This design comes from an exercise in tuning for small area and a short achievable clock period on the open sky130 flow, not from production work.
Power and IR drop assume default switching activity.

==> inputs of job 3159 <==
// mul32_pipe
module mul32_pipe(clk, rst, in_valid, a, b, out_valid, p);
  input clk, rst, in_valid;
  input [31:0] a, b;
  output out_valid;
  output [63:0] p;
  reg [3:0] vpipe;
  always @(posedge clk)
    if (rst) vpipe <= 4'd0;
    else vpipe <= {vpipe[2:0], in_valid};
  assign out_valid = vpipe[3];
  reg [80:0] rk1;
  reg [298:0] rk2;
  reg [136:0] rk3;
  reg [63:0] rk4;
  wire n1 = b[1] & ~b[0];
  wire n2 = b[2] ^ b[1];
  wire n3 = (b[3] & ~b[2] & ~b[1]) | (~b[3] & b[2] & b[1]);
  wire n4 = b[4] ^ b[3];
  wire n5 = (b[5] & ~b[4] & ~b[3]) | (~b[5] & b[4] & b[3]);
  wire n6 = b[6] ^ b[5];
  wire n7 = (b[7] & ~b[6] & ~b[5]) | (~b[7] & b[6] & b[5]);
  wire n8 = b[8] ^ b[7];
  wire n9 = (b[9] & ~b[8] & ~b[7]) | (~b[9] & b[8] & b[7]);
  wire n10 = b[10] ^ b[9];
  wire n11 = (b[11] & ~b[10] & ~b[9]) | (~b[11] & b[10] & b[9]);
  wire n12 = b[12] ^ b[11];
  wire n13 = (b[13] & ~b[12] & ~b[11]) | (~b[13] & b[12] & b[11]);
  wire n14 = b[14] ^ b[13];
  wire n15 = (b[15] & ~b[14] & ~b[13]) | (~b[15] & b[14] & b[13]);
  wire n16 = b[16] ^ b[15];
  wire n17 = (b[17] & ~b[16] & ~b[15]) | (~b[17] & b[16] & b[15]);
  wire n18 = b[18] ^ b[17];
  wire n19 = (b[19] & ~b[18] & ~b[17]) | (~b[19] & b[18] & b[17]);
  wire n20 = b[20] ^ b[19];
  wire n21 = (b[21] & ~b[20] & ~b[19]) | (~b[21] & b[20] & b[19]);
  wire n22 = b[22] ^ b[21];
  wire n23 = (b[23] & ~b[22] & ~b[21]) | (~b[23] & b[22] & b[21]);
  wire n24 = b[24] ^ b[23];
  wire n25 = (b[25] & ~b[24] & ~b[23]) | (~b[25] & b[24] & b[23]);
  wire n26 = b[26] ^ b[25];
  wire n27 = (b[27] & ~b[26] & ~b[25]) | (~b[27] & b[26] & b[25]);
  wire n28 = b[28] ^ b[27];
  wire n29 = (b[29] & ~b[28] & ~b[27]) | (~b[29] & b[28] & b[27]);
  wire n30 = b[30] ^ b[29];
  wire n31 = (b[31] & ~b[30] & ~b[29]) | (~b[31] & b[30] & b[29]);
  wire n32 = ((rk1[32] & rk1[0])) ^ rk1[34];
  wire n33 = ((rk1[32] & rk1[1]) | (rk1[33] & rk1[0])) ^ rk1[34];
  wire n34 = ((rk1[32] & rk1[2]) | (rk1[33] & rk1[1])) ^ rk1[34];
  wire n35 = ((rk1[32] & rk1[3]) | (rk1[33] & rk1[2])) ^ rk1[34];
  ...
clock: 2.5 ns
lec_check: 0
abc_area: 1
cap_margin: 20
core_margin: 2
core_utilization: 40
slew_margin: 20
synth_hierarchical: 1
standard.sh (not shown) runs the stock make flow with config.mk's settings and CLKGATE_MAP_FILE= SYNTH_SCRIPT=/design/flow/synth_recipe.tcl, a recipe that flattens the netlist after the stock synthesis.
==> flow/flow/run.sh <==
#!/bin/bash
# Own layout flow: the standard ORFS flow (standard.sh), unchanged except that the
# port buffers that global placement inserts on every input and output use a plain buffer
# (buf_4) instead of the delay cell buffer_ports picks by default.
set -euo pipefail
export BUFFER_PORTS_ARGS="-buffer_cell sky130_fd_sc_hd__buf_4"
bash standard.sh finish > standard_flow.log 2>&1
==> job 5924: changes against job 3159 <==
Settings changed: SETUP_SLACK_MARGIN set to 0.4.
==> summary.txt <==
- In die area, job 5924 and job 3159 do not differ.
- In flip-flop and latch count, job 5924 and job 3159 do not differ.
- Routed wire length: job 3159 is lower than job 5924 (20%).
- Of job 5924 and job 3159, job 5924 has the higher clock skew (gap 5.2 ps).
- Job 3159 passed the timing, DRC and antenna checks. Job 5924 ran to the end with no violations.
- Against job 5924, the critical path depth of job 3159 is higher by 7.
- Between job 5924 and job 3159, the lower combinational power is in job 3159 (gap 29%, measured against job 3159).
- In synthesized cell count, job 3159 and job 5924 do not differ.
- In sequential power, job 5924 and job 3159 hardly differ.
- Against job 3159, the maximum frequency of job 5924 is higher by about 1.4%.
- In job 3159 the core utilization is lower than in job 5924, by 7.4 points.
Function was not checked in any run of this note: the RTL went through the layout flow alone.

==> v15: inputs <==
Another version of the RTL of mul32_pipe (not shown whole).
==> flow/config.mk <==
export PLATFORM = sky130hd
export DESIGN_NAME = mul32_pipe
export DESIGN_NICKNAME = mul32_pipe
export VERILOG_FILES = /design/flow/design.v
export SDC_FILE = /design/flow/constraint.sdc
export NUM_CORES = 4
export LEC_CHECK = 0
export ABC_AREA = 1
export CAP_MARGIN = 20
export CORE_MARGIN = 2
export CORE_UTILIZATION = 40
export SLEW_MARGIN = 20
export SYNTH_HIERARCHICAL = 1
==> flow/constraint.sdc <==
create_clock -name core_clock -period 2.5 [get_ports {clk}]
set_input_delay 0.5000 -clock core_clock [delete_from_list [all_inputs] [get_ports {clk}]]
set_output_delay 0.5000 -clock core_clock [all_outputs]
set_load 0.01 [all_outputs]
Scripts as last shown in full above: flow/flow/run.sh
==> v35: changes against v15 <==
SETUP_SLACK_MARGIN = 0.3   (was unset)
==> summary.txt <==
Sequential share of cell area: 25.5%
Final weighted congestion of routability-driven global placement: 0.932
M1 WL: 50100 um
Top sig layer: met5
Path type of the worst setup path: in -> reg
Hold Path Cell Cnt: 1
Power per cell area: 1240 nW/um^2
Global router's overall resource usage: 24.7%
Cell count of the worst reg-to-reg path: 8
Result of the run: finished clean
The numbers above come from v35.

==> summary.txt <==
Setup bufs post-CTS: 0
Number of max-cap violations: 0
Result of the run: finished clean
Proportion of total power due to net switching: 41.5%
M1 WL: 50400 um
Hold Path Cell Cnt: 2
Vias in the first global route: 27.3k
Global router's overall resource usage: 23.4%
Share of synthesized cell area in and, or, nand and nor gates: 6.50%
Power per cell area: 1260 nW/um^2
Total grt overflow: 0
Sequential share of cell area: 26.6%
Total clock network power: 10700 uW
Repair and plain buffers: 468
Cell count of the worst reg-to-reg path: 11
Top sig layer: met4
The numbers above come from v15.

No run of this note included a check of the RTL's function; only the layout flow was run.

[re-timing with driven ports]
How much do the figures lean on ideal ports? The routed layouts below were timed once more, with nothing changed but the port constraints.
Step 1 sets driving cells, clkbuf_16 on the clock port and buf_2 on the other inputs (assumed; they add their load-dependent delay and slew).
Step 2 times the ports against the registers' clock, not the clock port: input delays grow and output delays shrink by t, the midpoint of the rising clock arrivals with the driver on.
Slacks: ideal / step 1 / step 2; pairs: ideal / step 1.
run	shift t [ns]	setup WS [ns]	worst hold slack (ns)	worst data-port slew with drivers (ns)	cell pins on the clock port's net
job 3159	0.704	0.060 / 0.060 / 0.060	0.012 / -0.031 / 0.326	0.05	1
job 5924	0.711	0.093 / 0.093 / 0.093	0.019 / -0.023 / 0.324	0.06	1
v15	0.693	0.126 / 0.126 / -0.355	0.049 / 0.010 / 0.315	0.15	1
v35	0.700	0.327 / 0.107 / -0.592	0.041 / -0.003 / 0.318	0.30	1
Met with ideal ports but missed after step 2: setup timing in v15 and v35. The setup slack of v35, which loses most, moves by -0.220 ns with the drivers and by -0.919 ns with both steps.
